This is an optimization exercise on Yosys and OpenROAD, whose aim is small area, a short achievable clock period and few clock cycles, not a production implementation.
The RTL was checked by simulation tests, not by an equivalence proof against the original design.
Power figures rest on the tool's default switching activity, not on a simulated workload.

--- design/flow/flow/run.sh ---
#!/bin/bash
# Standard ORFS layout, with plain buffers on the ports instead of the
# delay cells buffer_ports picks by default. Synthesis is the standard one.
set -euo pipefail
bash standard.sh synth > synth.log 2>&1
export BUFFER_PORTS_ARGS="-buffer_cell sky130_fd_sc_hd__buf_1"
bash standard.sh > layout.log 2>&1
--- design/flow/standard.sh ---
#!/bin/bash
# synth_recipe.tcl (not shown) runs the flow's synth.tcl, then flattens the netlist and writes it again
# the make line also repeats each setting of config.mk as NAME=value (left out here)
make -C /OpenROAD-flow-scripts/flow DESIGN_CONFIG=/design/flow/config.mk WORK_HOME=/design/flow/orfs CLKGATE_MAP_FILE= SYNTH_SCRIPT=/design/flow/synth_recipe.tcl "${@:-finish}"
--- design/flow/config.mk ---
export PLATFORM = sky130hd
export DESIGN_NAME = DMA_AHB_Master
export DESIGN_NICKNAME = DMA_AHB_Master
export VERILOG_FILES = /design/flow/design.v
export SDC_FILE = /design/flow/constraint.sdc
export NUM_CORES = 4
export LEC_CHECK = 0
export CAP_MARGIN = 20
export CORE_MARGIN = 2
export CORE_UTILIZATION = 55
export PLACE_DENSITY = 0.7
export SETUP_SLACK_MARGIN = 3.6
export SLEW_MARGIN = 20
--- design/flow/constraint.sdc ---
create_clock -name core_clock -period 6.0 [get_ports {HCLK}]
set_input_delay 1.2000 -clock core_clock [delete_from_list [all_inputs] [get_ports {HCLK}]]
set_output_delay 1.2000 -clock core_clock [all_outputs]
set_load 0.01 [all_outputs]
--- design/flow/design.v ---
module DMA_AHB_Master #(
    parameter ADDR_WIDTH = 32,
    parameter DATA_WIDTH = 32,
    parameter BASE_ADDR  = 32'h0000_0000
)(
    input wire HCLK,
    input wire HRESETn,
    input wire [ADDR_WIDTH-1:0] HADDR,
    input wire [1:0] HTRANS,
    input wire HWRITE,
    input wire [DATA_WIDTH-1:0] HWDATA,
    output reg [DATA_WIDTH-1:0] HRDATA,
    output reg [ADDR_WIDTH-1:0] master_HADDR,
    output reg [2:0] master_HBURST,
    output reg master_HMASTLOCK,
    output reg [3:0] master_HPROT,
    output reg [2:0] master_HSIZE,
    output reg [1:0] master_HTRANS,
    output reg [DATA_WIDTH-1:0] master_HWDATA,
    output reg master_HWRITE,
    input wire [DATA_WIDTH-1:0] master_HRDATA,
    input wire master_HREADY,
    input wire master_HRESP
);
    reg [31:2] src_q;
    reg [31:2] dst_q;
    reg [31:0] size_q;
    reg        busy;
    reg        done;
    reg        w_src, w_dst, w_size;
    reg        wr_q;       
    reg [31:2] addr_q;
    reg [31:2] alt_q;
    reg [28:0] left_q;     
    reg [31:0] data_q;     
    wire hit     = ~|HADDR[31:5] & ~|HADDR[1:0];
    wire a_start = hit & (HADDR[4:2] == 3'd0);
    wire a_src   = hit & (HADDR[4:2] == 3'd1);
    wire a_dst   = hit & (HADDR[4:2] == 3'd2);
    wire a_size  = hit & (HADDR[4:2] == 3'd3);
    wire a_done  = hit & (HADDR[4:2] == 3'd4);
    wire wacc    = HTRANS[1] & HWRITE;
    wire [31:2] src_d  = w_src  ? data_q[31:2] : src_q;
    wire [31:2] dst_d  = w_dst  ? data_q[31:2] : dst_q;
    wire [31:0] size_d = w_size ? data_q : size_q;
    wire st    = wacc & a_start & HWDATA[0];
    wire frac  = |size_q[1:0];
    wire last  = (left_q == 29'd0) | ((left_q == 29'd1) & ~frac);
    wire fin   = busy & wr_q & master_HREADY & last;
    wire busy_d = st | (busy & ~fin);
    always @(posedge HCLK or negedge HRESETn) begin
        if (!HRESETn) begin
            w_src  <= 1'b1;
            w_dst  <= 1'b1;
            w_size <= 1'b1;
            busy   <= 1'b0;
            done   <= 1'b0;
        end else begin
            w_src  <= wacc & a_src;
            w_dst  <= wacc & a_dst;
            w_size <= wacc & a_size;
            busy   <= busy_d;
            done   <= (done & ~st) | fin;
        end
    end
    always @(posedge HCLK or negedge HRESETn) begin
        if (!HRESETn) begin
            data_q <= 32'd0;
        end else begin
            if (~busy) data_q <= HWDATA;
            else if (~wr_q) data_q <= master_HRDATA;
        end
    end
    always @(posedge HCLK) begin
        if (~busy) begin
            wr_q   <= 1'b0;
            addr_q <= src_d;
            alt_q  <= dst_d;
            left_q <= size_d[30:2];
        end else if (master_HREADY) begin
            wr_q   <= ~wr_q;
            addr_q <= alt_q;
            alt_q  <= addr_q + 30'd1;
            if (wr_q) left_q <= left_q - 29'd1;
        end
        src_q  <= src_d;
        dst_q  <= dst_d;
        size_q <= size_d;
        HRDATA <= ({32{a_start}} & {31'd0, busy_d})
                | ({32{a_src}}   & {src_d, 2'b00})
                | ({32{a_dst}}   & {dst_d, 2'b00})
                | ({32{a_size}}  & size_d)
                | ({32{a_done}}  & {31'd0, done});
    end
    always @(*) begin
        master_HADDR     = {addr_q, 2'b00};
        master_HBURST    = 3'b000;
        master_HMASTLOCK = 1'b0;
        master_HPROT     = 4'b0000;
        master_HSIZE     = 3'b010;
        master_HTRANS    = {busy, 1'b0};
        master_HWDATA    = data_q;
        master_HWRITE    = wr_q;
    end
endmodule
==> summary.txt, run 1 <==
Finish
  – Non-Filler Instances: between 1000 and 1500
  – Nets: 1291
  – Antenna cells: 0
  – Share of layout cells above drive strength 1: 0.203
  – Layout area overhead: 20.3%
  – Final Instance Area: about 0.013 mm2

Detailed routing
  – DRC viols: 0
  – Vias: 8160
  – Drt pass-1 iters: 5
  – Drt wl/cell: 18.9 um
  – Via/cell ratio: between 5 and 6
  – DR iter-0 viols: 560
  – Antenna-violating nets left: 0
  – Final Routed Wirelength: about 28000 um

Yosys
  – Most used flip-flop cell after synthesis: dfxtp_1
  – Synth warn: 1
  – Area contributors post-synth: edfxtp_1, dfxtp_1, mux2_2, dfrtp_1, nor2_1
  – Post-synthesis register bit count: 251
  – Register area share after synthesis: 0.562
  – Yosys top cell by area: edfxtp_1
  – Top cell type's share of synthesized area: 0.246
  – Synthesized instance count: 984
  – Cell area after synthesis: 0.0109 mm2
  – Ys async rst share: 0.147
  – Synth Area per Inst: 11.0 um2
  – Netlist cell types: 47
  – Post-synth EDFFs: just under 90

Clocking
  – Clock sink total: between 200 and 300
  – Worst-path clk slew: roughly 0.060 ns
  – Htree depth: 1
  – Clk Tree Root Cell: clkbuf_16
  – Clock latency (worst-skew pair): 0.54 ns
  – Cts bufs inserted: 26
  – Post-CTS Hold Buffers: 0
  – CTS tree: done
  – Clk buf depth: 3

Floorplan
  – Die area: 0.0209 mm2
  – Die Y: 145 um
  – I/O pins: 213
  – Core ar.: roughly 0.019 mm2
  – Die width: 145 um
  – Row cnt: 51
  – Initial Utilization: 0.560

GRT
  – Largest net degree at the start of global routing: 104
  – Total GRT Usage: 0.261
  – Initial antenna violation count: 0
  – Vias in the first global route: ~7700
  – Total gr overflow: 0
  – First-pass GRT wire length: 41800 um

Worst setup path
  – CP startpoint kind: flop
  – CP max stage cell: dfxtp_4
  – WP buf/inv: 1
  – Critical Path Fanout Max: 11
  – Crit end category: output port
  – Worst r2r path cells: 7
  – Family with the most delay on the worst path: flip-flops
  – Critical path class: flop to output port
  – Worst reg-to-reg setup slack: 3.69 ns
  – CP required: 4.80 ns
  – CP peak stage delay: 0.49 ns
  – FF-to-FF Start: addr_q[10]
  – Worst r2r dst: alt_q[20]
  – Arr. time, crit path: between 1 and 1.5 ns
  – CP cell instances: buf_1

Run status
  – Status: finished clean

Power
  – Leak: 5.15 nW
  – VDD IR max: ~0.26 mV
  – Power per cell area: 260 mW/mm2

Place
  – Dpl ws: about 2.9 ns
  – DP Wirelength: 16200 um
  – Post-Place Cells: 1395
  – Final RePlAce weighted congestion: 0.798
  – Port buffer count: between 150 and 200
  – Placed instance area: 0.0119 mm2

Timing
  – Fin Setup TNS: 0 ns
  – Max-slew violations: 0
  – Slew Limit Headroom: 0.376
  – # setup viols final: 0
  – Final setup margin: approximately 3.6 ns
  – Period minus WS final: 2.41 ns
  – Max Fclk: 416 MHz
  – RSZ-0062 raised after global routing: yes
  – Endpoints failing hold: 0
  – Clock Skew: around 0.018 ns
  – Slew of the pin with the lowest slew margin: approximately 0.94 ns
  – Period utilisation layout: 0.401

Hold path
  – Worst hold path class: flop to flop
  – Hold Crit Start: src_q[11]
  – Worst hold stages: 1
  – Hold Crit Endpoint: src_q[11]

Run
  – Max cap viols: 0
-- per-stage QoR --
stage / hold WS, ns / total power, W / utilization
2_1_floorplan: 0.452 / 0.00186 / -
3_3_place_gp: 0.458 / 0.00191 / 0.614
3_5_place_dp: 0.465 / 0.00191 / 0.614
4_1_cts: 0.491 / 0.00342 / 0.666
5_1_grt: 0.503 / 0.00351 / 0.674
6_report: 0.489 / 0.00341 / 0.674
-- cell usage after synthesis, types with 2 or more instances --
master and n:
ha_1 4, o21ai_0 6, dfrtp_1 34, xor2_1 17, o32ai_1 26, buf_1 7, buf_4 15, conb_1 2
nand3_1 12, mux2_2 123, and3_1 7, or3_1 6, buf_2 3, a31oi_1 6, nor2_1 169, xnor2_1 32
dfxtp_1 125, nor4_1 21, nand4_1 12, nor4b_1 2, o21a_1 3, or4_1 3, nand2b_1 2, edfxtp_1 89
a21oi_1 88, dfstp_2 3, nor3_1 19, o31ai_1 2, nand2_1 19, mux2i_1 32, inv_1 32, nor3b_1 3
and2_1 3, clkbuf_1 44
-- cells by family (layout without fill, tap and decap cells) --
group                    after synthesis  count (layout)  synth area share
other                                  2              14          0.000691
adder cells (fa/ha/maj)                4               4           0.00460
XOR/XNOR                              49              49            0.0395
AO/OA/AOI/OAI                        134             134            0.0736
multiplexers                         155             155             0.157
buffers and inverters                103             310            0.0418
AND/OR/NAND/NOR                      286             287             0.121
flip-flops                           251             251             0.562
-- area by class of cell --
cell class	count	area [um2]
tap	265	332
sequential	251	6110
fill	1573	6320
clock inverter	2	10.0
clock buffer	46	787
inverter	33	124
multi-input combinational	643	4650
timing repair buffer	229	1060
-- sequential cells by signal, summed over array words and instances, names as in the netlist --
signal,flops
HRDATA,32
data_q,32
size_q,32
addr_q,30
alt_q,30
dst_q,30
src_q,30
left_q,29
busy,1
done,1
w_dst,1
w_size,1
w_src,1
wr_q,1
-- worst max-delay path by stage --
stage	depth (start not counted)	start	slack (ns)	end
floorplan	8	HADDR[18]	3.43	HRDATA[14]
global placement	6	HADDR[2]	2.87	HRDATA[8]
detailed placement	6	HADDR[2]	2.88	HRDATA[8]
CTS	1	wr_q	3.46	master_HWRITE
global route	1	wr_q	3.56	master_HWRITE
finish	1	wr_q	3.59	master_HWRITE
-- power by group --
part           internal (W)  total [W]  leakage [nW]  switching, W
clock network      0.000881    0.00153         0.387      0.000645
registers           0.00176    0.00178          2.53     0.0000159
logic             0.0000380  0.0000999          2.23     0.0000619
-- repair_timing --
item                       4_1_cts  5_1_grt
cloned                           2        0
pin swaps                        1        0
gates resized for setup         12       21
buffers inserted                15        9
setup endpoints to repair      129       31
-- routing by layer --
metal	vias to the layer above	global-route usage	wire length, um
met2	273	0.439	13500
met1	3971	0.356	12100
met4	0	0.0710	530
met5	-	0	0
li1	3874	-	-
met3	42	0.0381	1610
-- placed cells by master (no fill, tap or decap), types with 4 or more instances in the layout --
cell type	netlist	routed
clkbuf_2	0	4
mux2i_1	32	32
xor2_1	17	17
clkbuf_8	0	4
o32ai_2	0	18
buf_1	7	188
or3_1	6	5
clkbuf_16	0	27
o32ai_1	26	8
nand2_1	19	18
a31oi_1	6	6
ha_1	4	4
clkbuf_1	44	15
nor4_1	21	14
o21ai_0	6	6
dfrtp_1	34	32
dfxtp_1	125	124
nor4_2	1	4
nor2_1	169	168
nand3_1	12	10
and3_1	7	7
nand4_1	12	12
inv_1	32	32
nor3_1	19	16
nor4_4	0	4
conb_1	2	14
xnor2_1	32	32
a21oi_1	88	88
edfxtp_1	89	89
buf_4	15	28
mux2_2	123	123
Testbench counts, summed over its fixed seeds: cycles 9,069.
==> run 2: changes to the inputs <==
--- a/design/flow/config.mk
+++ b/design/flow/config.mk
@@ -9,5 +9,5 @@
 export CORE_MARGIN = 2
 export CORE_UTILIZATION = 55
 export PLACE_DENSITY = 0.7
-export SETUP_SLACK_MARGIN = 3.6
+export SETUP_SLACK_MARGIN = 4.0
 export SLEW_MARGIN = 20
==> summary.txt, run 2 <==
Timing
  – Period minus WS final: 2.40 ns (was 2.41 ns)
  – Max Fclk: 416 MHz (about the same)
  – Fin Setup TNS: 0 ns (unchanged)
  – Final setup margin: 3.60 ns (was 3.59 ns)
  – Max-slew violations: 0 (unchanged)
  – Slew of the pin with the lowest slew margin: 0.606 ns (was 0.937 ns)
  – Endpoints failing hold: 0 (unchanged)
  – Period utilisation layout: 0.400 (was 0.401)
  – # setup viols final: 0 (unchanged)
  – RSZ-0062 raised after global routing: yes (unchanged)
  – Slew Limit Headroom: 0.596 (was 0.376)
  – Clock Skew: 0.0147 ns (was 0.0182 ns)

Yosys
  – Synthesized instance count: 984 (unchanged)
  – Synth Area per Inst: 11.0 um2 (unchanged)
  – Ys async rst share: 0.147 (unchanged)
  – Top-count cell post-synth: nor2_1 (unchanged)
  – Register area share after synthesis: 0.562 (unchanged)
  – Post-synthesis register bit count: 251 (unchanged)
  – Top cell type's share of synthesized area: 0.246 (unchanged)
  – Area contributors post-synth: edfxtp_1, dfxtp_1, mux2_2, dfrtp_1, nor2_1 (unchanged)
  – Yosys top cell by area: edfxtp_1 (unchanged)
  – Post-synth EDFFs: 89 (unchanged)
  – Synth warn: 1 (unchanged)
  – Netlist cell types: 47 (unchanged)
  – Most used flip-flop cell after synthesis: dfxtp_1 (unchanged)
  – Cell area after synthesis: 0.0109 mm2 (unchanged)
  – Commonest cells in the netlist: nor2_1, dfxtp_1, mux2_2, edfxtp_1, a21oi_1 (unchanged)

Worst setup path
  – CP peak stage delay: 0.48 ns (was 0.49 ns)
  – Critical Path Fanout Max: 2 (was 11)
  – CP required: 4.80 ns (about the same)
  – Family with the most delay on the worst path: flip-flops (unchanged)
  – CP max stage cell: edfxtp_1 (was dfxtp_4)
  – Arr. time, crit path: 1.20 ns (was 1.21 ns)
  – Crit end category: output port (unchanged)
  – WP buf/inv: 1 (unchanged)
  – Critical path class: flop to output port (unchanged)
  – CP startpoint kind: flop (unchanged)
  – CP cell instances: buf_6 (was buf_1)

Place
  – Port buffer count: 196 (unchanged)
  – Placed instance area: 0.0119 mm2 (about the same)
  – Final RePlAce weighted congestion: 0.800 (was 0.798)
  – Post-Place Cells: 1395 (unchanged)
  – DP Wirelength: 16300 um (was 16200 um)
  – Dpl ws: 3.00 ns (was 2.88 ns)

Power
  – Clock power share: 0.467 (was 0.448)
  – Sw Pwr: 0.000790 W (was 0.000723 W)
  – VDD IR max: 0.218 mV (was 0.265 mV)
  – Comb power frac: 0.041 (was 0.029)
  – Switching share of total power: 0.219 (was 0.212)
  – Power per cell area: 233 mW/mm2 (was 260 mW/mm2)
  – Leak: 6.65 nW (was 5.15 nW)
  – Sequential share of power: 0.491 (was 0.523)
  – Internal: 0.00281 W (was 0.00268 W)

Finish
  – Commonest non-fill, non-tap cell in the layout: nor2_1 (was buf_1)
  – Most frequent cells in the layout: nor2_1, buf_4, mux2_2 (was buf_1, nor2_1, dfxtp_1)
  – Layout area overhead: 42.5% (was 20.3%)
  – Share of layout cells above drive strength 1: 0.425 (was 0.203)
  – Largest regs: HRDATA: 32 flops, data_q: 32 flops, size_q: 32 flops (unchanged)
  – Non-Filler Instances: 1622 (was 1469)
  – Final Instance Area: 0.0155 mm2 (was 0.0131 mm2)
  – Antenna cells: 0 (unchanged)
  – Nets: 1443 (was 1291)

GRT
  – First-pass GRT wire length: 48000 um (was 41800 um)
  – Total gr overflow: 0 (unchanged)
  – Total GRT Usage: 0.304 (was 0.261)
  – Initial antenna violation count: 0 (unchanged)
  – Vias in the first global route: 8642 (was 7650)
  – Largest net degree at the start of global routing: 74 (was 104)

Clocking
  – Clk Tree Root Cell: clkbuf_16 (unchanged)
  – Post-CTS Hold Buffers: 0 (unchanged)
  – CTS tree: done (unchanged)
  – Cts bufs inserted: 27 (was 26)
  – Clock sink total: 251 (unchanged)
  – Clk buf depth: 3 (unchanged)
  – Worst-path clk slew: 0.06 ns (about the same)
  – Clock latency (worst-skew pair): 0.55 ns (was 0.54 ns)
  – Htree depth: 1 (unchanged)

Floorplan
  – Row cnt: 51 (unchanged)
  – Die Y: 145 um (unchanged)
  – Initial Utilization: 0.560 (unchanged)
  – Die width: 145 um (unchanged)
  – I/O pins: 213 (unchanged)
  – Core ar.: 0.0194 mm2 (unchanged)
  – Die area: 0.0209 mm2 (unchanged)

Detailed routing
  – Final Routed Wirelength: 35000 um (was 27800 um)
  – Via/cell ratio: 5.86 (was 5.55)
  – Vias: 9507 (was 8160)
  – Antenna-violating nets left: 0 (unchanged)
  – Drt pass-1 iters: 6 (was 5)
  – Drt wl/cell: 21.6 um (was 18.9 um)
  – DR iter-0 viols: 864 (was 560)
  – DRC viols: 0 (unchanged)

Hold path
  – Worst hold path class: flop to flop (unchanged)

Run
  – Max cap viols: 0 (unchanged)

Run status
  – Status: finished clean (unchanged)
==> run 2: power groups by stage <==
stage                     sequential (W)  clock (W)  combinational, W
after detailed placement         0.00182          0         0.0000987
after global placement           0.00182          0         0.0000969
after floorplan                  0.00182          0         0.0000488
after global routing             0.00177    0.00176          0.000163
final                            0.00177    0.00168          0.000149
after CTS                        0.00177    0.00168          0.000133
==> run 2: layer usage <==
metal | share of wire | GRT usage | vias to the layer above
li1 | - | - | 4196
met1 | 0.40 | 0.409 | 4685
met2 | 0.47 | 0.491 | 495
met3 | 0.077 | 0.0586 | 131
met4 | 0.048 | 0.111 | 0
met5 | 0 | 0 | -
==> run 2: logic make-up after synthesis <==
| logic type | synth area share |
|---|---|
| simple gates | 0.121 |
| flops | 0.562 |
| mux | 0.157 |
| compound gates | 0.0736 |
| buf+inv | 0.0418 |
| xor+xnor | 0.0395 |
| fa+ha+maj | 0.00460 |
| other cells | 0.000691 |
==> run 2: repair_timing <==
| item | CTS | global route |
|---|---|---|
| setup buffers | 107 | 60 |
| pin swaps | 39 | 47 |
| cloned | 9 | 1 |
| endpoints found under the setup margin | 308 | 165 |
| resized for setup | 187 | 118 |
==> run 2: path summary, 6_finish.rpt <==
path	startpoint	to	slack (ns)	depth (start not counted)
max	addr_q[5]	master_HADDR[5]	3.60	1
min	size_q[31]	size_q[31]	0.48	1
max reg2reg	addr_q[12]	alt_q[28]	3.62	7
min reg2reg	size_q[31]	size_q[31]	0.48	1
max in group asynchronous	HRESETn	data_q[15]	4.82	2
min in group asynchronous	HRESETn	data_q[28]	0.73	2
==> run 2: through the flow <==
| step | hold WS [ns] | total power (W) | utilization |
|---|---|---|---|
| final | 0.475 | 0.00360 | 0.798 |
| after global routing | 0.494 | 0.00369 | 0.798 |
| after CTS | 0.475 | 0.00358 | 0.752 |
| after detailed placement | 0.462 | 0.00191 | 0.616 |
| after global placement | 0.458 | 0.00191 | 0.616 |
| after floorplan | 0.452 | 0.00186 | - |
==> run 2: area by class of cell <==
cell class,instances,area (um2)
Multi-Input combinational cell,646,5270
Clock buffer,36,769
Tap cell,265,332
Fill cell,1126,3910
Sequential cell,251,6150
Clock inverter,14,130
Timing Repair Buffer,377,2720
Inverter,33,125
==> run 3: changes to the inputs <==
--- a/design/flow/config.mk
+++ b/design/flow/config.mk
@@ -9,5 +9,5 @@
 export CORE_MARGIN = 2
 export CORE_UTILIZATION = 55
 export PLACE_DENSITY = 0.7
-export SETUP_SLACK_MARGIN = 4.0
+export SETUP_SLACK_MARGIN = 3.4
 export SLEW_MARGIN = 20
==> summary.txt, run 3 <==
Run status
  – Status: finished clean (unchanged)

GRT
  – Largest net degree at the start of global routing: 145 (was 74)
  – First-pass GRT wire length: 41100 um (was 48000 um)
  – Vias in the first global route: 7563 (was 8642)
  – Total GRT Usage: 0.256 (was 0.304)
  – Initial antenna violation count: 0 (unchanged)
  – Total gr overflow: 0 (unchanged)

Finish
  – Commonest non-fill, non-tap cell in the layout: buf_1 (was nor2_1)
  – Most frequent cells in the layout: buf_1, nor2_1, dfxtp_1 (was nor2_1, buf_4, mux2_2)
  – Final Instance Area: 0.0128 mm2 (was 0.0155 mm2)
  – Nets: 1272 (was 1443)
  – Largest regs: HRDATA: 32 flops, data_q: 32 flops, size_q: 32 flops (unchanged)
  – Antenna cells: 0 (unchanged)
  – Fillers: 1586 (was 1126)
  – Layout area overhead: 17.3% (was 42.5%)
  – Share of layout cells above drive strength 1: 0.167 (was 0.425)
  – Post-layout util: 0.658 (was 0.798)

Timing
  – Slew Limit Headroom: 0.319 (was 0.596)
  – Slew of the pin with the lowest slew margin: 1.02 ns (was 0.606 ns)
  – Fin Setup TNS: 0 ns (unchanged)
  – Max Fclk: 395 MHz (was 416 MHz)
  – # setup viols final: 0 (unchanged)
  – Clock Skew: 0.00894 ns (was 0.0147 ns)
  – Period utilisation layout: 0.422 (was 0.400)
  – Endpoints failing hold: 0 (unchanged)
  – RSZ-0062 raised after global routing: yes (unchanged)
  – Max-slew violations: 0 (unchanged)
  – Min Hold Slack: 0.487 ns (was 0.475 ns)
  – Period minus WS final: 2.53 ns (was 2.40 ns)

Yosys
  – Synth Area per Inst: 11.0 um2 (unchanged)
  – Yosys top cell by area: edfxtp_1 (unchanged)
  – Cell area after synthesis: 0.0109 mm2 (unchanged)
  – Synth warn: 1 (unchanged)
  – Top-count cell post-synth: nor2_1 (unchanged)
  – Register area share after synthesis: 0.562 (unchanged)
  – Ys async rst share: 0.147 (unchanged)
  – Commonest cells in the netlist: nor2_1, dfxtp_1, mux2_2, edfxtp_1, a21oi_1 (unchanged)
  – Area contributors post-synth: edfxtp_1, dfxtp_1, mux2_2, dfrtp_1, nor2_1 (unchanged)
  – Top cell type's share of synthesized area: 0.246 (unchanged)
  – Post-synth EDFFs: 89 (unchanged)
  – Most used flip-flop cell after synthesis: dfxtp_1 (unchanged)
  – Synthesized instance count: 984 (unchanged)
  – Netlist cell types: 47 (unchanged)
  – Post-synthesis register bit count: 251 (unchanged)

Place
  – Port buffer count: 196 (unchanged)
  – DP Wirelength: 16600 um (was 16300 um)
  – Final RePlAce weighted congestion: 0.812 (was 0.800)
  – Placed instance area: 0.0118 mm2 (was 0.0119 mm2)

Clocking
  – Clk Tree Root Cell: clkbuf_16 (unchanged)
  – Cts bufs inserted: 26 (was 27)
  – Clock sink total: 251 (unchanged)
  – CTS tree: done (unchanged)
  – Clk buf depth: 3 (unchanged)
  – Clock latency (worst-skew pair): 0.53 ns (was 0.55 ns)
  – Htree depth: 1 (unchanged)
  – Worst-path clk slew: 0.06 ns (about the same)

Worst setup path
  – Arr. time, crit path: 1.33 ns (was 1.20 ns)
  – CP cell instances: buf_8, buf_1 (was buf_6)
  – FF-to-FF Start: addr_q[2] (was addr_q[12])
  – Critical path class: flop to output port (unchanged)
  – CP required: 4.80 ns (about the same)
  – Critical Path Fanout Max: 20 (was 2)
  – CP peak stage delay: 0.38 ns (was 0.48 ns)
  – Worst r2r dst: alt_q[20] (was alt_q[28])
  – CP max stage cell: dfxtp_4 (was edfxtp_1)
  – CP Depth: 2 (was 1)
  – Critical Path Source: wr_q (was addr_q[5])
  – Worst reg-to-reg setup slack: 3.61 ns (was 3.62 ns)
  – Worst r2r path cells: 7 (unchanged)
  – Crit end category: output port (unchanged)
  – Family with the most delay on the worst path: buffers and inverters (was flip-flops)
  – CP startpoint kind: flop (unchanged)
  – Worst Setup EP: master_HWRITE (was master_HADDR[5])
  – WP buf/inv: 2 (was 1)

Detailed routing
  – Via/cell ratio: 5.56 (was 5.86)
  – DR iter-0 viols: 495 (was 864)
  – Drt wl/cell: 18.7 um (was 21.6 um)
  – Vias: 8064 (was 9507)
  – Antenna-violating nets left: 0 (unchanged)
  – DRC viols: 0 (unchanged)
  – Drt pass-1 iters: 5 (was 6)
  – Final Routed Wirelength: 27100 um (was 35000 um)

Run
  – Max cap viols: 0 (unchanged)

Power
  – Leak: 4.97 nW (was 6.65 nW)
  – VDD IR max: 0.316 mV (was 0.218 mV)
  – Power per cell area: 272 mW/mm2 (was 233 mW/mm2)
  – Sw Pwr: 0.000727 W (was 0.000790 W)
  – Switching share of total power: 0.209 (was 0.219)
  – Sequential share of power: 0.512 (was 0.491)
  – Internal: 0.00275 W (was 0.00281 W)
  – Comb power frac: 0.028 (was 0.041)
  – Clock power share: 0.460 (was 0.467)

Floorplan
  – I/O pins: 213 (unchanged)
  – Row cnt: 51 (unchanged)
  – Core ar.: 0.0194 mm2 (unchanged)
  – Initial Utilization: 0.560 (unchanged)
  – Die Y: 145 um (unchanged)
  – Die area: 0.0209 mm2 (unchanged)
  – Die width: 145 um (unchanged)

Hold path
  – Worst hold path class: flop to flop (unchanged)
-- run 3: per-layer routing --
metal  global-route usage  up-vias  wire [um]
met2                0.416      275      12900
li1                     -     3836          -
met5                    0        -          0
met1                0.354     3906      11800
met4               0.0777        0        650
met3               0.0417       47       1750
-- run 3: per-stage QoR --
step | power [W] | setup slack (ns) | instances
global route | 0.00358 | 3.39 | 1450
floorplan | 0.00186 | 3.40 | 996
global placement | 0.00191 | 2.96 | 1396
detailed placement | 0.00191 | 2.92 | 1396
CTS | 0.00349 | 3.41 | 1447
finish | 0.00347 | 3.47 | 1450
-- run 3: worst min-delay path by stage --
stage          startpoint         end  slack [ns]  cells past startpoint
2_1_floorplan  size_q[31]  size_q[31]        0.45                      1
3_3_place_gp   size_q[31]  size_q[31]        0.46                      1
3_5_place_dp   size_q[31]  size_q[31]        0.47                      1
4_1_cts        size_q[31]  size_q[31]        0.49                      1
5_1_grt        size_q[31]  size_q[31]        0.50                      1
6_report        src_q[12]   src_q[12]        0.49                      1
-- run 3: cells by family after synthesis --
group | after synthesis | share of synthesized area
and+or+nand+nor | 286 | 0.121
DFF | 251 | 0.562
muxes | 155 | 0.157
AOI/OAI and AO/OA | 134 | 0.0736
buffers and inverters | 103 | 0.0418
xor gates and xnor gates | 49 | 0.0395
adders and majority gates | 4 | 0.00460
other | 2 | 0.000691
-- run 3: timing repair --
action,in CTS,in global routing
hold buffers,0,0
hold endpoints to repair,0,0
gates cloned,0,0
gates resized for setup,2,4
buffers inserted,3,3
pin swaps,0,1
setup endpoints to repair,4,38
-- run 3: final cells by class --
cell class | count | area [um2] | area share
inverter | 33 | 124 | 0.00971
multi-input combinational | 642 | 4440 | 0.348
sequential | 251 | 6110 | 0.479
timing repair buffer | 211 | 893 | 0.0700
tap | 265 | 332 | 0.0260
clock buffer | 40 | 786 | 0.0616
clock inverter | 8 | 70.1 | 0.00549
-- run 3: worst register-to-register path, cell delays in order, from the launching register on --
cell      delay, ns
edfxtp_1       0.44
ha_1           0.24
nand3_1        0.15
nor3_2         0.44
buf_4          0.25
nand3_1        0.16
or3_1          0.38
a31oi_1        0.18
-- run 3: power groups by stage --
stage	logic [W]	registers [W]	clock network [W]
2_1_floorplan	0.0000466	0.00182	0
3_3_place_gp	0.0000960	0.00181	0
3_5_place_dp	0.0000976	0.00182	0
4_1_cts	0.0000986	0.00178	0.00162
5_1_grt	0.000111	0.00178	0.00168
6_report	0.0000982	0.00178	0.00160
==> run 4: changes to the inputs <==
--- a/design/flow/config.mk
+++ b/design/flow/config.mk
@@ -9,5 +9,5 @@
 export CORE_MARGIN = 2
 export CORE_UTILIZATION = 55
 export PLACE_DENSITY = 0.7
-export SETUP_SLACK_MARGIN = 3.4
+export SETUP_SLACK_MARGIN = 3.5
 export SLEW_MARGIN = 20
==> summary.txt, run 4 <==
Yosys
  – Register area share after synthesis: 0.562 (unchanged)
  – Ys async rst share: 0.147 (unchanged)
  – Cell area after synthesis: 0.0109 mm2 (unchanged)
  – Yosys top cell by area: edfxtp_1 (unchanged)
  – Top-count cell post-synth: nor2_1 (unchanged)
  – Netlist cell types: 47 (unchanged)
  – Commonest cells in the netlist: nor2_1, dfxtp_1, mux2_2, edfxtp_1, a21oi_1 (unchanged)
  – Top cell type's share of synthesized area: 0.246 (unchanged)
  – Post-synth EDFFs: 89 (unchanged)
  – Synth Area per Inst: 11.0 um2 (unchanged)
  – Synthesized instance count: 984 (unchanged)
  – Most used flip-flop cell after synthesis: dfxtp_1 (unchanged)
  – Synth warn: 1 (unchanged)
  – Post-synthesis register bit count: 251 (unchanged)
  – Area contributors post-synth: edfxtp_1, dfxtp_1, mux2_2, dfrtp_1, nor2_1 (unchanged)

Detailed routing
  – Vias: 8048 (was 8064)
  – Drt pass-1 iters: 5 (unchanged)
  – Metal-1 WL: 12300 um (was 11800 um)
  – Routed wl met2: 12600 um (was 12900 um)
  – DR top layer: met4 (unchanged)
  – Drt wl/cell: 18.6 um (was 18.7 um)
  – Final Routed Wirelength: 27200 um (was 27100 um)
  – DRC viols: 0 (unchanged)
  – Met3 Wirelength: 1550 um (was 1750 um)
  – DR iter-0 viols: 531 (was 495)
  – Antenna-violating nets left: 0 (unchanged)
  – Via/cell ratio: 5.51 (was 5.56)

Clocking
  – CTS tree: done (unchanged)
  – Clk buf depth: 3 (unchanged)
  – Cts bufs inserted: 27 (was 26)
  – Clock sink total: 251 (unchanged)
  – Worst-path clk slew: 0.06 ns (about the same)
  – Clk Tree Root Cell: clkbuf_16 (unchanged)
  – Htree depth: 1 (unchanged)
  – Clock latency (worst-skew pair): 0.54 ns (was 0.53 ns)

Worst setup path
  – Crit end category: output port (unchanged)
  – CP max stage cell: edfxtp_1 (was dfxtp_4)
  – Critical path class: flop to output port (unchanged)
  – CP peak stage delay: 0.53 ns (was 0.38 ns)
  – Family with the most delay on the worst path: flip-flops (was buffers and inverters)
  – Arr. time, crit path: 1.25 ns (was 1.33 ns)
  – Critical Path Fanout Max: 6 (was 20)
  – CP cell instances: buf_1 (was buf_8, buf_1)
  – CP required: 4.80 ns (about the same)
  – WP buf/inv: 1 (was 2)
  – CP startpoint kind: flop (unchanged)

Timing
  – Fin Setup TNS: 0 ns (unchanged)
  – # setup viols final: 0 (unchanged)
  – Max-slew violations: 0 (unchanged)
  – Max Fclk: 407 MHz (was 395 MHz)
  – Clock Skew: 0.0143 ns (was 0.00894 ns)
  – Period minus WS final: 2.45 ns (was 2.53 ns)
  – Period utilisation layout: 0.409 (was 0.422)
  – Slew Limit Headroom: 0.344 (was 0.319)
  – Endpoints failing hold: 0 (unchanged)
  – RSZ-0062 raised after global routing: yes (unchanged)
  – Slew of the pin with the lowest slew margin: 0.984 ns (was 1.02 ns)

GRT
  – Total gr overflow: 0 (unchanged)
  – Total GRT Usage: 0.261 (was 0.256)
  – First-pass GRT wire length: 42100 um (was 41100 um)
  – Initial antenna violation count: 0 (unchanged)
  – Vias in the first global route: 7810 (was 7563)
  – Largest net degree at the start of global routing: 73 (was 145)

Floorplan
  – Initial Utilization: 0.560 (unchanged)
  – Die width: 145 um (unchanged)
  – Core ar.: 0.0194 mm2 (unchanged)
  – I/O pins: 213 (unchanged)
  – Row cnt: 51 (unchanged)
  – Die Y: 145 um (unchanged)
  – Die area: 0.0209 mm2 (unchanged)

Place
  – Post-Place Cells: 1395 (was 1396)
  – Port buffer count: 196 (unchanged)
  – DP Wirelength: 16600 um (about the same)
  – Final RePlAce weighted congestion: 0.841 (was 0.812)

Finish
  – Fillers: 1592 (was 1586)
  – Most frequent cells in the layout: buf_1, nor2_1, dfxtp_1 (unchanged)
  – Largest regs: HRDATA: 32 flops, data_q: 32 flops, size_q: 32 flops (unchanged)
  – Commonest non-fill, non-tap cell in the layout: buf_1 (unchanged)
  – Layout area overhead: 19.1% (was 17.3%)
  – Nets: 1281 (was 1272)
  – Antenna cells: 0 (unchanged)
  – Share of layout cells above drive strength 1: 0.179 (was 0.167)
  – Non-Filler Instances: 1460 (was 1450)

Power
  – Leak: 5.07 nW (was 4.97 nW)
  – VDD IR max: 0.236 mV (was 0.316 mV)
  – Power per cell area: 271 mW/mm2 (was 272 mW/mm2)

Run status
  – Status: finished clean (unchanged)

Run
  – Max cap viols: 0 (unchanged)

Hold path
  – Worst hold path class: flop to flop (unchanged)
## run 4: cell count changes in the layout (fill, tap and decap cells not counted), moves of 2 or more
| cell | previous run | this run |
|---|---|---|
| clkbuf_8 | 4 | 2 |
| buf_4 | 10 | 18 |
| nor4_4 | 3 | 5 |
| clkinv_1 | 1 | 4 |
| buf_8 | 2 | 0 |
| o32ai_1 | 26 | 21 |
| o32ai_2 | 0 | 5 |
## run 4: path summary, 6_finish.rpt
check	start	to	slack (ns)	cells after the start
setup / recovery	addr_q[9]	master_HADDR[9]	3.55	1
hold / removal	src_q[15]	src_q[15]	0.49	1
setup reg to reg	addr_q[2]	alt_q[20]	3.68	7
hold reg to reg	src_q[15]	src_q[15]	0.49	1
max in group asynchronous	HRESETn	busy	4.85	2
min in group asynchronous	HRESETn	data_q[29]	0.72	2
## run 4: cell families after synthesis
| group | count (synthesis) | share of synthesized area |
|---|---|---|
| buffers and inverters | 103 | 0.0418 |
| muxes | 155 | 0.157 |
| AOI/OAI and AO/OA | 134 | 0.0736 |
| DFF | 251 | 0.562 |
| and+or+nand+nor | 286 | 0.121 |
| other | 2 | 0.000691 |
| adders and majority gates | 4 | 0.00460 |
| xor gates and xnor gates | 49 | 0.0395 |
## run 4: timing repair
action | in CTS | in global routing
endpoints found under the setup margin | 64 | 71
resized for setup | 7 | 5
setup buffers | 7 | 7
pin swaps | 1 | 0
hold buffers | 0 | 0
cloned | 1 | 0
## run 4: metrics by stage
stage               power (W)  setup WS [ns]   util  instance area (um2)  hold WS [ns]
floorplan             0.00186           3.40      -                11100         0.452
global placement      0.00191           2.65  0.611                11900         0.460
detailed placement    0.00191           2.68  0.611                11900         0.476
CTS                   0.00352           3.39  0.663                12900         0.490
global route          0.00361           3.48  0.667                12900         0.499
finish                0.00351           3.55  0.667                12900         0.489
## run 4: power breakdown
group,internal [W],switching (W)
logic,0.0000379,0.0000610
registers,0.00176,0.0000161
clock network,0.000952,0.000677
## run 4: final cells by class
type,count,area (um2),area share
sequential,251,6110,0.472
multi-input combinational,642,4520,0.349
tap,265,332,0.0256
timing repair buffer,219,987,0.0762
inverter,33,124,0.00957
clock inverter,11,86.3,0.00667
clock buffer,39,783,0.0605
## run 4: metal layers
| layer | up-vias | global-route usage |
|---|---|---|
| met5 | - | 0 |
| met4 | 0 | 0.0812 |
| met3 | 52 | 0.0374 |
| met2 | 257 | 0.418 |
| met1 | 3887 | 0.369 |
| li1 | 3852 | - |
==> run 5: changes to the inputs <==
--- a/design/flow/config.mk
+++ b/design/flow/config.mk
@@ -8,6 +8,7 @@
 export CAP_MARGIN = 20
 export CORE_MARGIN = 2
 export CORE_UTILIZATION = 55
+export CTS_BUF_LIST = sky130_fd_sc_hd__clkbuf_4 sky130_fd_sc_hd__clkbuf_8
 export PLACE_DENSITY = 0.7
-export SETUP_SLACK_MARGIN = 3.5
+export SETUP_SLACK_MARGIN = 3.6
 export SLEW_MARGIN = 20
==> summary.txt, run 5 <==
Run status
  – Status: finished clean (unchanged)

Finish
  – Layout area overhead: 21.6% (was 19.1%)
  – Final Instance Area: 0.0132 mm2 (was 0.0129 mm2)
  – Most frequent cells in the layout: buf_1, nor2_1, dfxtp_1 (unchanged)
  – Nets: 1315 (was 1281)
  – Commonest non-fill, non-tap cell in the layout: buf_1 (unchanged)
  – Largest regs: HRDATA: 32 flops, data_q: 32 flops, size_q: 32 flops (unchanged)
  – Share of layout cells above drive strength 1: 0.239 (was 0.179)
  – Fillers: 1573 (was 1592)
  – Antenna cells: 0 (unchanged)
  – Non-Filler Instances: 1506 (was 1460)

Yosys
  – Top cell type's share of synthesized area: 0.246 (unchanged)
  – Synth Area per Inst: 11.0 um2 (unchanged)
  – Most used flip-flop cell after synthesis: dfxtp_1 (unchanged)
  – Area contributors post-synth: edfxtp_1, dfxtp_1, mux2_2, dfrtp_1, nor2_1 (unchanged)
  – Cell area after synthesis: 0.0109 mm2 (unchanged)
  – Yosys top cell by area: edfxtp_1 (unchanged)
  – Commonest cells in the netlist: nor2_1, dfxtp_1, mux2_2, edfxtp_1, a21oi_1 (unchanged)
  – Top-count cell post-synth: nor2_1 (unchanged)
  – Synthesized instance count: 984 (unchanged)
  – Ys async rst share: 0.147 (unchanged)
  – Register area share after synthesis: 0.562 (unchanged)
  – Netlist cell types: 47 (unchanged)
  – Post-synth EDFFs: 89 (unchanged)
  – Post-synthesis register bit count: 251 (unchanged)
  – Synth warn: 1 (unchanged)

Timing
  – Max-slew violations: 0 (unchanged)
  – Period minus WS final: 2.40 ns (was 2.45 ns)
  – RSZ-0062 raised after global routing: yes (unchanged)
  – Fin Setup TNS: 0 ns (unchanged)
  – Slew Limit Headroom: 0.358 (was 0.344)
  – Slew of the pin with the lowest slew margin: 0.963 ns (was 0.984 ns)
  – Clock Skew: 0.0119 ns (was 0.0143 ns)
  – Period utilisation layout: 0.400 (was 0.409)
  – # setup viols final: 0 (unchanged)
  – Endpoints failing hold: 0 (unchanged)
  – Max Fclk: 417 MHz (was 407 MHz)

GRT
  – Total gr overflow: 0 (unchanged)
  – Vias in the first global route: 7769 (was 7810)
  – Largest net degree at the start of global routing: 104 (was 73)
  – Total GRT Usage: 0.262 (was 0.261)
  – First-pass GRT wire length: 41700 um (was 42100 um)
  – Initial antenna violation count: 1 (was 0)

Detailed routing
  – Via/cell ratio: 5.48 (was 5.51)
  – Vias: 8256 (was 8048)
  – DR iter-0 viols: 489 (was 531)
  – Drt pass-1 iters: 4 (was 5)
  – Antenna-violating nets left: 0 (unchanged)
  – DRC viols: 0 (unchanged)
  – Drt wl/cell: 18.4 um (was 18.6 um)
  – Final Routed Wirelength: 27700 um (was 27200 um)

Hold path
  – Hold Crit Start: size_q[31] (was src_q[15])
  – Worst hold stages: 1 (unchanged)
  – Worst hold path class: flop to flop (unchanged)
  – Hold Crit Endpoint: size_q[31] (was src_q[15])

Worst setup path
  – CP required: 4.80 ns (about the same)
  – Worst r2r path cells: 7 (unchanged)
  – Family with the most delay on the worst path: flip-flops (unchanged)
  – CP max stage cell: dfxtp_4 (was edfxtp_1)
  – Worst r2r dst: alt_q[20] (unchanged)
  – Crit end category: output port (unchanged)
  – FF-to-FF Start: addr_q[9] (was addr_q[2])
  – CP cell instances: buf_1 (unchanged)
  – Critical path class: flop to output port (unchanged)
  – Worst reg-to-reg setup slack: 3.64 ns (was 3.68 ns)
  – Arr. time, crit path: 1.20 ns (was 1.25 ns)
  – Critical Path Fanout Max: 11 (was 6)
  – CP startpoint kind: flop (unchanged)
  – WP buf/inv: 1 (unchanged)
  – CP peak stage delay: 0.48 ns (was 0.53 ns)

Clocking
  – Cts bufs inserted: 42 (was 27)
  – Clk buf depth: 3 (unchanged)
  – Worst-path clk slew: 0.06 ns (about the same)
  – Clock latency (worst-skew pair): 0.54 ns (about the same)
  – Clk Tree Root Cell: clkbuf_8 (was clkbuf_16)
  – Clock sink total: 251 (unchanged)
  – Htree depth: 2 (was 1)
  – CTS tree: done (unchanged)
  – Post-CTS Hold Buffers: 0 (unchanged)

Place
  – Placed instance area: 0.0119 mm2 (about the same)
  – Port buffer count: 196 (unchanged)
  – Post-Place Cells: 1395 (unchanged)
  – Final RePlAce weighted congestion: 0.798 (was 0.841)
  – DP Wirelength: 16200 um (was 16600 um)

Floorplan
  – Die Y: 145 um (unchanged)
  – Die width: 145 um (unchanged)
  – Row cnt: 51 (unchanged)
  – Die area: 0.0209 mm2 (unchanged)
  – Core ar.: 0.0194 mm2 (unchanged)
  – Initial Utilization: 0.560 (unchanged)
  – I/O pins: 213 (unchanged)

Power
  – Power per cell area: 263 mW/mm2 (was 271 mW/mm2)
  – VDD IR max: 0.186 mV (was 0.236 mV)
  – Leak: 5.26 nW (was 5.07 nW)

Run
  – Max cap viols: 0 (unchanged)
run 5: cell type report:
class	instances	area, um2	share of cell area
inverters	33	124	0.00937
flip-flops and latches	251	6120	0.463
repair buffers	237	1110	0.0842
multi-input cells	643	4630	0.350
well taps	265	332	0.0251
clock buffers	75	888	0.0672
clock inverters	2	12.5	0.000947
run 5: what timing repair did:
item	CTS	global route
buffers inserted	18	14
gates resized for setup	14	16
cloned	2	0
setup endpoints to repair	135	35
pin swaps	1	1
run 5: worst max-delay path by stage:
stage          slack, ns             to      start  cells after the start
2_1_floorplan       3.43     HRDATA[14]  HADDR[18]                      8
3_3_place_gp        2.87      HRDATA[8]   HADDR[2]                      6
4_1_cts             3.45  master_HWRITE       wr_q                      1
6_report            3.60  master_HWRITE       wr_q                      1
5_1_grt             3.55  master_HWRITE       wr_q                      1
3_5_place_dp        2.88      HRDATA[8]   HADDR[2]                      6
run 5: cells by family (layout without fill, tap and decap cells):
group | count (synthesis) | in the layout | share of synthesized area
other | 2 | 14 | 0.000691
AND/OR/NAND/NOR | 286 | 287 | 0.121
XOR/XNOR | 49 | 49 | 0.0395
multiplexers | 155 | 155 | 0.157
buffers and inverters | 103 | 347 | 0.0418
flip-flops | 251 | 251 | 0.562
adder cells (fa/ha/maj) | 4 | 4 | 0.00460
AO/OA/AOI/OAI | 134 | 134 | 0.0736
run 5: power by group:
group | switching [W] | internal (W)
sequential | 0.0000159 | 0.00176
clock | 0.000668 | 0.000922
combinational | 0.0000613 | 0.0000381
run 5: per-layer routing:
| layer | vias up | track usage | part of all wire |
|---|---|---|---|
| met2 | 250 | 0.429 | 0.48 |
| met5 | - | 0 | 0 |
| met4 | 0 | 0.0843 | 0.021 |
| met3 | 42 | 0.0513 | 0.057 |
| li1 | 3935 | - | - |
| met1 | 4029 | 0.353 | 0.44 |
run 5: through the flow:
step           hold WS [ns]  worst slack, ns  utilization  total power [W]
4_1_cts               0.480             3.45        0.672          0.00350
2_1_floorplan         0.452             3.43            -          0.00186
5_1_grt               0.499             3.55        0.681          0.00359
3_5_place_dp          0.465             2.88        0.614          0.00191
3_3_place_gp          0.458             2.87        0.614          0.00191
6_report              0.481             3.60        0.681          0.00347
==> run 6: changes to the inputs <==
--- a/design/flow/config.mk
+++ b/design/flow/config.mk
@@ -8,7 +8,8 @@
 export CAP_MARGIN = 20
 export CORE_MARGIN = 2
 export CORE_UTILIZATION = 55
-export CTS_BUF_LIST = sky130_fd_sc_hd__clkbuf_4 sky130_fd_sc_hd__clkbuf_8
+export CTS_BUF_LIST = sky130_fd_sc_hd__clkbuf_8
+export CTS_CLUSTER_SIZE = 25
 export PLACE_DENSITY = 0.7
 export SETUP_SLACK_MARGIN = 3.6
 export SLEW_MARGIN = 20
==> summary.txt, run 6 <==
Run status
  – Status: finished clean (unchanged)

Yosys
  – Post-synthesis register bit count: 251 (unchanged)
  – Most used flip-flop cell after synthesis: dfxtp_1 (unchanged)
  – Top-count cell post-synth: nor2_1 (unchanged)
  – Top cell type's share of synthesized area: 0.246 (unchanged)
  – Commonest cells in the netlist: nor2_1, dfxtp_1, mux2_2, edfxtp_1, a21oi_1 (unchanged)
  – Area contributors post-synth: edfxtp_1, dfxtp_1, mux2_2, dfrtp_1, nor2_1 (unchanged)
  – Synth warn: 1 (unchanged)
  – Register area share after synthesis: 0.562 (unchanged)
  – Yosys top cell by area: edfxtp_1 (unchanged)
  – Cell area after synthesis: 0.0109 mm2 (unchanged)
  – Ys async rst share: 0.147 (unchanged)
  – Netlist cell types: 47 (unchanged)
  – Post-synth EDFFs: 89 (unchanged)
  – Synthesized instance count: 984 (unchanged)
  – Synth Area per Inst: 11.0 um2 (unchanged)

Timing
  – Period minus WS final: 2.37 ns (was 2.40 ns)
  – Max Fclk: 422 MHz (was 417 MHz)
  – Fin Setup TNS: 0 ns (unchanged)
  – Clock Skew: 0.0153 ns (was 0.0119 ns)
  – RSZ-0062 raised after global routing: no (was yes)
  – Endpoints failing hold: 0 (unchanged)
  – Slew Limit Headroom: 0.329 (was 0.358)
  – Max-slew violations: 0 (unchanged)
  – Period utilisation layout: 0.395 (was 0.400)
  – # setup viols final: 0 (unchanged)
  – Slew of the pin with the lowest slew margin: 1.01 ns (was 0.963 ns)

Clocking
  – Clk Tree Root Cell: clkbuf_8 (unchanged)
  – CTS tree: done (unchanged)
  – Clk buf depth: 3 (unchanged)
  – Htree depth: 2 (unchanged)
  – Cts bufs inserted: 42 (unchanged)
  – Post-CTS Hold Buffers: 0 (unchanged)
  – Clock latency (worst-skew pair): 0.54 ns (about the same)
  – Worst-path clk slew: 0.06 ns (about the same)
  – Clock sink total: 251 (unchanged)

Place
  – Final RePlAce weighted congestion: 0.798 (unchanged)
  – Port buffer count: 196 (unchanged)
  – DP Wirelength: 16200 um (unchanged)
  – Post-Place Cells: 1395 (unchanged)
  – Placed instance area: 0.0119 mm2 (unchanged)

Power
  – Leak: 5.30 nW (was 5.26 nW)
  – VDD IR max: 0.164 mV (was 0.186 mV)
  – Power per cell area: 253 mW/mm2 (was 263 mW/mm2)

Floorplan
  – Die area: 0.0209 mm2 (unchanged)
  – Row cnt: 51 (unchanged)
  – Die Y: 145 um (unchanged)
  – Core ar.: 0.0194 mm2 (unchanged)
  – I/O pins: 213 (unchanged)
  – Die width: 145 um (unchanged)
  – Initial Utilization: 0.560 (unchanged)

Finish
  – Footprint of the multi-input gates: 0.00462 mm2 (was 0.00463 mm2)
  – Commonest non-fill, non-tap cell in the layout: buf_1 (unchanged)
  – Antenna cells: 0 (unchanged)
  – Final Instance Area: 0.0132 mm2 (about the same)
  – Most frequent cells in the layout: buf_1, nor2_1, dfxtp_1 (unchanged)
  – Share of layout cells above drive strength 1: 0.222 (was 0.239)
  – Layout area overhead: 21.0% (was 21.6%)
  – Largest regs: HRDATA: 32 flops, data_q: 32 flops, size_q: 32 flops (unchanged)
  – Seq. cell area: 0.00612 mm2 (unchanged)
  – Nets: 1320 (was 1315)
  – Non-Filler Instances: 1511 (was 1506)
  – Fillers: 1581 (was 1573)

Worst setup path
  – CP max stage cell: edfxtp_1 (was dfxtp_4)
  – WP buf/inv: 1 (unchanged)
  – CP cell instances: buf_1 (unchanged)
  – Family with the most delay on the worst path: flip-flops (unchanged)
  – Arr. time, crit path: 1.17 ns (was 1.20 ns)
  – Crit end category: output port (unchanged)
  – Critical Path Fanout Max: 3 (was 11)
  – Critical path class: flop to output port (unchanged)
  – FF-to-FF Start: addr_q[9] (unchanged)
  – CP required: 4.80 ns (about the same)
  – Critical Path Source: addr_q[30] (was wr_q)
  – CP startpoint kind: flop (unchanged)
  – CP peak stage delay: 0.46 ns (was 0.48 ns)

Detailed routing
  – DR top layer: met4 (unchanged)
  – Antenna-violating nets left: 0 (unchanged)
  – Final Routed Wirelength: 27800 um (was 27700 um)
  – Drt wl/cell: 18.4 um (about the same)
  – Metal-1 WL: 12200 um (about the same)
  – Drt pass-1 iters: 5 (was 4)
  – Vias: 8238 (was 8256)
  – Met3 Wirelength: 1750 um (was 1570 um)
  – Via/cell ratio: 5.45 (was 5.48)
  – DR iter-0 viols: 526 (was 489)
  – Routed wl met2: 13200 um (was 13300 um)
  – DRC viols: 0 (unchanged)

GRT
  – Vias in the first global route: 7762 (was 7769)
  – Total GRT Usage: 0.263 (was 0.262)
  – First-pass GRT wire length: 41800 um (was 41700 um)
  – Total gr overflow: 0 (unchanged)
  – Largest net degree at the start of global routing: 104 (unchanged)
  – Initial antenna violation count: 1 (unchanged)

Run
  – Max cap viols: 0 (unchanged)

Hold path
  – Hold Crit Start: size_q[31] (unchanged)
  – Worst hold path class: flop to flop (unchanged)
run 6: path summary, 6_finish.rpt:
kind                            slack, ns  depth (start not counted)                to
worst max-delay path                 3.63                          1  master_HADDR[30]
min in group asynchronous            0.73                          2        data_q[28]
worst min register to register       0.48                          1        size_q[31]
worst min-delay path                 0.48                          1        size_q[31]
max in group asynchronous            4.84                          2              busy
worst max register to register       3.67                          7         alt_q[20]
run 6: cell type report:
| cell class | instances | share of cell area |
|---|---|---|
| multi-input combinational | 643 | 0.351 |
| timing repair buffer | 242 | 0.0875 |
| clock buffer | 52 | 0.0544 |
| sequential | 251 | 0.465 |
| tap | 265 | 0.0252 |
| clock inverter | 25 | 0.00751 |
| inverter | 33 | 0.00942 |
run 6: layer usage:
layer  up-vias  track usage
li1       3939            -
met1      3969        0.356
met2       280        0.429
met3        50       0.0523
met4         0       0.0843
met5         -            0
run 6: metrics by stage:
stage               setup slack (ns)  total power [W]   util  hold slack (ns)
floorplan                       3.43          0.00186      -            0.452
global placement                2.87          0.00191  0.614            0.458
detailed placement              2.88          0.00191  0.614            0.465
CTS                             3.57          0.00335  0.669            0.480
global route                    3.59          0.00345  0.678            0.499
finish                          3.63          0.00333  0.678            0.483
run 6: timing repair:
item	CTS	global route
pin swaps	1	1
cloned	2	0
buffers inserted	19	18
endpoints found under the setup margin	135	26
resized for setup	15	13
run 6: cell families after synthesis:
group,after synthesis,synth area share
flip-flops,251,0.562
AND/OR/NAND/NOR,286,0.121
buffers and inverters,103,0.0418
XOR/XNOR,49,0.0395
multiplexers,155,0.157
AO/OA/AOI/OAI,134,0.0736
adder cells (fa/ha/maj),4,0.00460
other,2,0.000691
run 6: report_power, final:
part	internal [W]	switching [W]	leakage, nW
sequential	0.00176	0.0000160	2.52
clock	0.000779	0.000673	0.500
combinational	0.0000381	0.0000615	2.27
total	0.00258	0.000750	5.30
==> run 7: changes to the inputs <==
--- a/design/flow/config.mk
+++ b/design/flow/config.mk
@@ -8,7 +8,8 @@
 export CAP_MARGIN = 20
 export CORE_MARGIN = 2
 export CORE_UTILIZATION = 55
-export CTS_BUF_LIST = sky130_fd_sc_hd__clkbuf_8
+export CTS_BUF_LIST = sky130_fd_sc_hd__clkbuf_16
+export CTS_CLUSTER_DIAMETER = 100
 export CTS_CLUSTER_SIZE = 25
 export PLACE_DENSITY = 0.7
 export SETUP_SLACK_MARGIN = 3.6
==> summary.txt, run 7 <==
Run status
  – Status: finished clean (unchanged)

Floorplan
  – I/O pins: 213 (unchanged)
  – Die Y: 145 um (unchanged)
  – Initial Utilization: 0.560 (unchanged)
  – Row cnt: 51 (unchanged)
  – Die width: 145 um (unchanged)
  – Die area: 0.0209 mm2 (unchanged)
  – Core ar.: 0.0194 mm2 (unchanged)

Timing
  – Slew Limit Headroom: 0.346 (was 0.329)
  – # setup viols final: 0 (unchanged)
  – RSZ-0062 raised after global routing: yes (was no)
  – Endpoints failing hold: 0 (unchanged)
  – Max-slew violations: 0 (unchanged)
  – Clock Skew: 0.0241 ns (was 0.0153 ns)
  – Period utilisation layout: 0.398 (was 0.395)
  – Max Fclk: 419 MHz (was 422 MHz)
  – Fin Setup TNS: 0 ns (unchanged)
  – Slew of the pin with the lowest slew margin: 0.981 ns (was 1.01 ns)
  – Period minus WS final: 2.39 ns (was 2.37 ns)

Yosys
  – Most used flip-flop cell after synthesis: dfxtp_1 (unchanged)
  – Ys async rst share: 0.147 (unchanged)
  – Register area share after synthesis: 0.562 (unchanged)
  – Synth warn: 1 (unchanged)
  – Yosys top cell by area: edfxtp_1 (unchanged)
  – Top-count cell post-synth: nor2_1 (unchanged)
  – Synthesized instance count: 984 (unchanged)
  – Netlist cell types: 47 (unchanged)
  – Cell area after synthesis: 0.0109 mm2 (unchanged)
  – Synth Area per Inst: 11.0 um2 (unchanged)
  – Top cell type's share of synthesized area: 0.246 (unchanged)
  – Post-synthesis register bit count: 251 (unchanged)
  – Post-synth EDFFs: 89 (unchanged)
  – Commonest cells in the netlist: nor2_1, dfxtp_1, mux2_2, edfxtp_1, a21oi_1 (unchanged)
  – Area contributors post-synth: edfxtp_1, dfxtp_1, mux2_2, dfrtp_1, nor2_1 (unchanged)

Worst setup path
  – FF-to-FF Start: addr_q[15] (was addr_q[9])
  – WP buf/inv: 1 (unchanged)
  – CP required: 4.80 ns (about the same)
  – CP peak stage delay: 0.52 ns (was 0.46 ns)
  – Family with the most delay on the worst path: flip-flops (unchanged)
  – Crit end category: output port (unchanged)
  – Worst r2r path cells: 5 (was 7)
  – CP max stage cell: edfxtp_1 (unchanged)
  – Arr. time, crit path: 1.19 ns (was 1.17 ns)
  – CP startpoint kind: flop (unchanged)
  – Critical path class: flop to output port (unchanged)
  – Critical Path Fanout Max: 4 (was 3)
  – Worst r2r dst: alt_q[28] (was alt_q[20])
  – Worst reg-to-reg setup slack: 3.72 ns (was 3.67 ns)
  – CP cell instances: clkbuf_2 (was buf_1)

Place
  – Placed instance area: 0.0119 mm2 (unchanged)
  – Final RePlAce weighted congestion: 0.798 (unchanged)
  – DP Wirelength: 16200 um (unchanged)
  – Post-Place Cells: 1395 (unchanged)
  – Port buffer count: 196 (unchanged)

Clocking
  – Clock latency (worst-skew pair): 0.48 ns (was 0.54 ns)
  – Worst-path clk slew: 0.10 ns (was 0.06 ns)
  – CTS tree: done (unchanged)
  – Cts bufs inserted: 14 (was 42)
  – Clk Tree Root Cell: clkbuf_16 (was clkbuf_8)
  – Post-CTS Hold Buffers: 0 (unchanged)
  – Clock sink total: 251 (unchanged)
  – Htree depth: 1 (was 2)
  – Clk buf depth: 3 (unchanged)

Finish
  – Final Instance Area: 0.0126 mm2 (was 0.0132 mm2)
  – Nets: 1269 (was 1320)
  – Most frequent cells in the layout: buf_1, nor2_1, dfxtp_1 (unchanged)
  – Non-Filler Instances: 1435 (was 1511)
  – Largest regs: HRDATA: 32 flops, data_q: 32 flops, size_q: 32 flops (unchanged)
  – Commonest non-fill, non-tap cell in the layout: buf_1 (unchanged)
  – Antenna cells: 0 (unchanged)
  – Share of layout cells above drive strength 1: 0.179 (was 0.222)
  – Layout area overhead: 15.9% (was 21.0%)

GRT
  – M3 GR Usage: 0.0368 (was 0.0523)
  – Total GRT Usage: 0.251 (was 0.263)
  – Met2 Track Usage GR: 0.422 (was 0.429)
  – First-pass GRT wire length: 40200 um (was 41800 um)
  – Met1 global-route usage: 0.351 (was 0.356)
  – Initial antenna violation count: 0 (was 1)
  – Total gr overflow: 0 (unchanged)
  – Vias in the first global route: 7341 (was 7762)
  – Largest net degree at the start of global routing: 104 (unchanged)
  – Top Usage Layer GRT: met2 (unchanged)

Detailed routing
  – Drt wl/cell: 18.7 um (was 18.4 um)
  – Final Routed Wirelength: 26800 um (was 27800 um)
  – DR iter-0 viols: 523 (was 526)
  – Antenna-violating nets left: 0 (unchanged)
  – Via/cell ratio: 5.59 (was 5.45)
  – DRC viols: 0 (unchanged)
  – Vias: 8023 (was 8238)
  – Drt pass-1 iters: 5 (unchanged)

Hold path
  – Hold Crit Start: size_q[31] (unchanged)
  – Worst hold path class: flop to flop (unchanged)
  – Worst hold stages: 1 (unchanged)
  – Hold Crit Endpoint: size_q[31] (unchanged)

Power
  – VDD IR max: 0.264 mV (was 0.164 mV)
  – Power, Total: 0.00290 W (was 0.00333 W)
  – Leak: 4.93 nW (was 5.30 nW)
  – Power per cell area: 230 mW/mm2 (was 253 mW/mm2)

Run
  – Max cap viols: 0 (unchanged)
run 7: area by class of cell:
type	count	area, um2
inverter	33	124
clock buffer	15	375
clock inverter	9	60.1
fill	1631	6800
timing repair buffer	219	976
multi-input combinational	643	4620
sequential	251	6110
tap	265	332
run 7: worst max-delay path by stage:
stage	start	to	slack (ns)	depth (start not counted)
floorplan	HADDR[18]	HRDATA[14]	3.43	8
global placement	HADDR[2]	HRDATA[8]	2.87	6
detailed placement	HADDR[2]	HRDATA[8]	2.88	6
CTS	wr_q	master_HWRITE	3.50	1
global route	HADDR[25]	HRDATA[8]	3.56	6
finish	addr_q[15]	master_HADDR[15]	3.61	1
run 7: metrics by stage:
step	hold WS, ns	util	worst slack, ns
after floorplan	0.452	-	3.43
after global placement	0.458	0.614	2.87
after detailed placement	0.465	0.614	2.88
after CTS	0.489	0.644	3.50
after global routing	0.510	0.650	3.56
final	0.490	0.650	3.61
run 7: power by group:
part	leakage, nW	internal [W]	switching (W)
clock	0.239	0.000466	0.000558
sequential	2.53	0.00176	0.0000160
combinational	2.16	0.0000380	0.0000612
run 7: timing repair:
| action | in CTS | in global routing |
|---|---|---|
| gates cloned | 2 | 0 |
| setup buffers | 7 | 7 |
| pin swaps | 1 | 0 |
| resized for setup | 11 | 12 |
| endpoints found under the setup margin | 122 | 18 |
run 7: routing by layer:
layer	vias to the layer above	part of all wire
li1	3817	-
met1	3924	0.44
met2	248	0.48
met3	34	0.056
met4	0	0.017
met5	-	0
run 7: kinds of logic after synthesis:
logic type | share of synthesized area
and+or+nand+nor | 0.121
DFF | 0.562
muxes | 0.157
AOI/OAI and AO/OA | 0.0736
buffers and inverters | 0.0418
xor gates and xnor gates | 0.0395
adders and majority gates | 0.00460
other | 0.000691
==> run 8: changes to the inputs <==
--- a/design/flow/config.mk
+++ b/design/flow/config.mk
@@ -7,10 +7,10 @@
 export LEC_CHECK = 0
 export CAP_MARGIN = 20
 export CORE_MARGIN = 2
-export CORE_UTILIZATION = 55
+export CORE_UTILIZATION = 65
 export CTS_BUF_LIST = sky130_fd_sc_hd__clkbuf_16
 export CTS_CLUSTER_DIAMETER = 100
 export CTS_CLUSTER_SIZE = 25
-export PLACE_DENSITY = 0.7
+export PLACE_DENSITY = 0.8
 export SETUP_SLACK_MARGIN = 3.6
 export SLEW_MARGIN = 20
==> summary.txt, run 8 <==
GRT
  – First-pass GRT wire length: 41100 um (was 40200 um)
  – Total GRT Usage: 0.293 (was 0.251)
  – Largest net degree at the start of global routing: 172 (was 104)
  – Initial antenna violation count: 0 (unchanged)
  – Total gr overflow: 0 (unchanged)
  – Vias in the first global route: 7806 (was 7341)

Timing
  – # setup viols final: 0 (unchanged)
  – Max-slew violations: 0 (unchanged)
  – Max Fclk: 417 MHz (was 419 MHz)
  – Endpoints failing hold: 0 (unchanged)
  – Period utilisation layout: 0.400 (was 0.398)
  – Slew Limit Headroom: 0.325 (was 0.346)
  – Final setup margin: 3.60 ns (was 3.61 ns)
  – Period minus WS final: 2.40 ns (was 2.39 ns)
  – RSZ-0062 raised after global routing: yes (unchanged)

Clocking
  – Worst-path clk slew: 0.10 ns (about the same)
  – Clock latency (worst-skew pair): 0.49 ns (was 0.48 ns)
  – CTS tree: done (unchanged)
  – Clock sink total: 251 (unchanged)
  – Post-CTS Hold Buffers: 0 (unchanged)

Finish
  – Share of layout cells above drive strength 1: 0.184 (was 0.179)
  – Antenna cells: 0 (unchanged)
  – Nets: 1271 (was 1269)
  – Most frequent cells in the layout: buf_1, nor2_1, dfxtp_1 (unchanged)
  – Fillers: 1161 (was 1631)
  – Layout area overhead: 15.9% (about the same)
  – Footprint of the multi-input gates: 0.00466 mm2 (was 0.00462 mm2)
  – Commonest non-fill, non-tap cell in the layout: buf_1 (unchanged)
  – Largest regs: HRDATA: 32 flops, data_q: 32 flops, size_q: 32 flops (unchanged)

Floorplan
  – Core ar.: 0.0165 mm2 (was 0.0194 mm2)
  – Die Y: 133 um (was 145 um)
  – I/O pins: 213 (unchanged)
  – Initial Utilization: 0.660 (was 0.560)
  – Die area: 0.0178 mm2 (was 0.0209 mm2)

Detailed routing
  – Vias: 8175 (was 8023)
  – DRC viols: 0 (unchanged)
  – Drt pass-1 iters: 5 (unchanged)
  – Final Routed Wirelength: 26700 um (was 26800 um)
  – Via/cell ratio: 5.87 (was 5.59)
  – Drt wl/cell: 19.2 um (was 18.7 um)
  – DR iter-0 viols: 563 (was 523)

Yosys
  – Synth Area per Inst: 11.0 um2 (unchanged)
  – Netlist cell types: 47 (unchanged)
  – Area contributors post-synth: edfxtp_1, dfxtp_1, mux2_2, dfrtp_1, nor2_1 (unchanged)
  – Post-synthesis register bit count: 251 (unchanged)
  – Top-count cell post-synth: nor2_1 (unchanged)
  – Register area share after synthesis: 0.562 (unchanged)
  – Most used flip-flop cell after synthesis: dfxtp_1 (unchanged)
  – Synthesized instance count: 984 (unchanged)
  – Ys async rst share: 0.147 (unchanged)
  – Commonest cells in the netlist: nor2_1, dfxtp_1, mux2_2, edfxtp_1, a21oi_1 (unchanged)
  – Top cell type's share of synthesized area: 0.246 (unchanged)

Worst setup path
  – Crit end category: flop (was output port)
  – Critical Path Fanout Max: 6 (was 4)
  – CP required: 6.18 ns (was 4.80 ns)
  – Worst r2r path cells: 5 (unchanged)
  – Arr. time, crit path: 2.58 ns (was 1.19 ns)
  – CP startpoint kind: flop (unchanged)
  – Worst reg-to-reg setup slack: 3.60 ns (was 3.72 ns)

Hold path
  – Worst hold path class: flop to flop (unchanged)
  – Hold Crit Endpoint: size_q[31] (unchanged)
  – Hold Crit Start: size_q[31] (unchanged)

Run status
  – Status: finished clean (unchanged)

Place
  – Final RePlAce weighted congestion: 0.816 (was 0.798)
  – Dpl ws: 2.91 ns (was 2.88 ns)
  – DP Wirelength: 16100 um (was 16200 um)
  – Port buffer count: 196 (unchanged)

Power
  – Power per cell area: 230 mW/mm2 (about the same)
  – VDD IR max: 0.166 mV (was 0.264 mV)
  – Leak: 4.94 nW (was 4.93 nW)

Run
  – Max cap viols: 0 (unchanged)
[run 8: power by group]
part | internal [W] | switching (W) | leakage [nW] | total, W
clock network | 0.000466 | 0.000554 | 0.239 | 0.00102
logic | 0.0000381 | 0.0000624 | 2.17 | 0.000100
registers | 0.00176 | 0.0000158 | 2.53 | 0.00178
total | 0.00226 | 0.000633 | 4.94 | 0.00290
[run 8: layout make-up]
type                       count  share of cell area
tap                          220              0.0218
multi-input combinational    643               0.370
timing repair buffer         221              0.0785
clock inverter                 9             0.00477
inverter                      33             0.00983
sequential                   251               0.485
clock buffer                  15              0.0298
[run 8: worst max path at each step]
stage,cells after the start,endpoint,slack (ns)
global route,2,master_HWRITE,3.57
detailed placement,6,HRDATA[7],2.91
finish,5,alt_q[26],3.60
floorplan,8,HRDATA[14],3.43
global placement,6,HRDATA[7],2.92
CTS,2,master_HWRITE,3.48
[run 8: routing by layer]
metal	vias up	global-route usage	part of all wire
met5	-	0	0
met4	0	0.0762	0.017
met3	43	0.0483	0.076
met2	330	0.493	0.48
met1	3988	0.401	0.42
li1	3814	-	-
[run 8: cell families (layout without fill, tap and decap cells)]
logic type | after synthesis | count (layout) | share of synthesized area
simple gates | 286 | 287 | 0.121
flops | 251 | 251 | 0.562
compound gates | 134 | 134 | 0.0736
xor+xnor | 49 | 49 | 0.0395
buf+inv | 103 | 278 | 0.0418
mux | 155 | 155 | 0.157
fa+ha+maj | 4 | 4 | 0.00460
other cells | 2 | 14 | 0.000691
[run 8: what timing repair did]
action,4_1_cts,5_1_grt
cloned,1,1
setup buffers,7,9
pin swaps,1,1
setup endpoints to repair,62,33
gates resized for setup,10,20
[run 8: worst max-delay path, stage by stage (launching register included)]
cell and delay [ns]:
edfxtp_1 0.51, nand3_1 0.39, nor4_1 0.67, nand3_1 0.24, xor2_1 0.20, a21oi_1 0.08
[run 8: stage by stage]
| step | hold slack (ns) | util | instances | total power (W) |
|---|---|---|---|---|
| floorplan | 0.452 | - | 996 | 0.00186 |
| global placement | 0.459 | 0.720 | 1350 | 0.00191 |
| detailed placement | 0.466 | 0.720 | 1350 | 0.00191 |
| CTS | 0.490 | 0.754 | 1382 | 0.00290 |
| global route | 0.515 | 0.765 | 1392 | 0.00298 |
| finish | 0.493 | 0.765 | 1392 | 0.00290 |

Re-timed with assumed drivers on the ports (clkbuf_16 on the clock, buf_2 on other inputs), run 8 has 3.555 ns of setup slack against 3.601 ns with ideal ports, and 3.195 ns once port delays also move by the mid clock arrival of 0.524 ns.
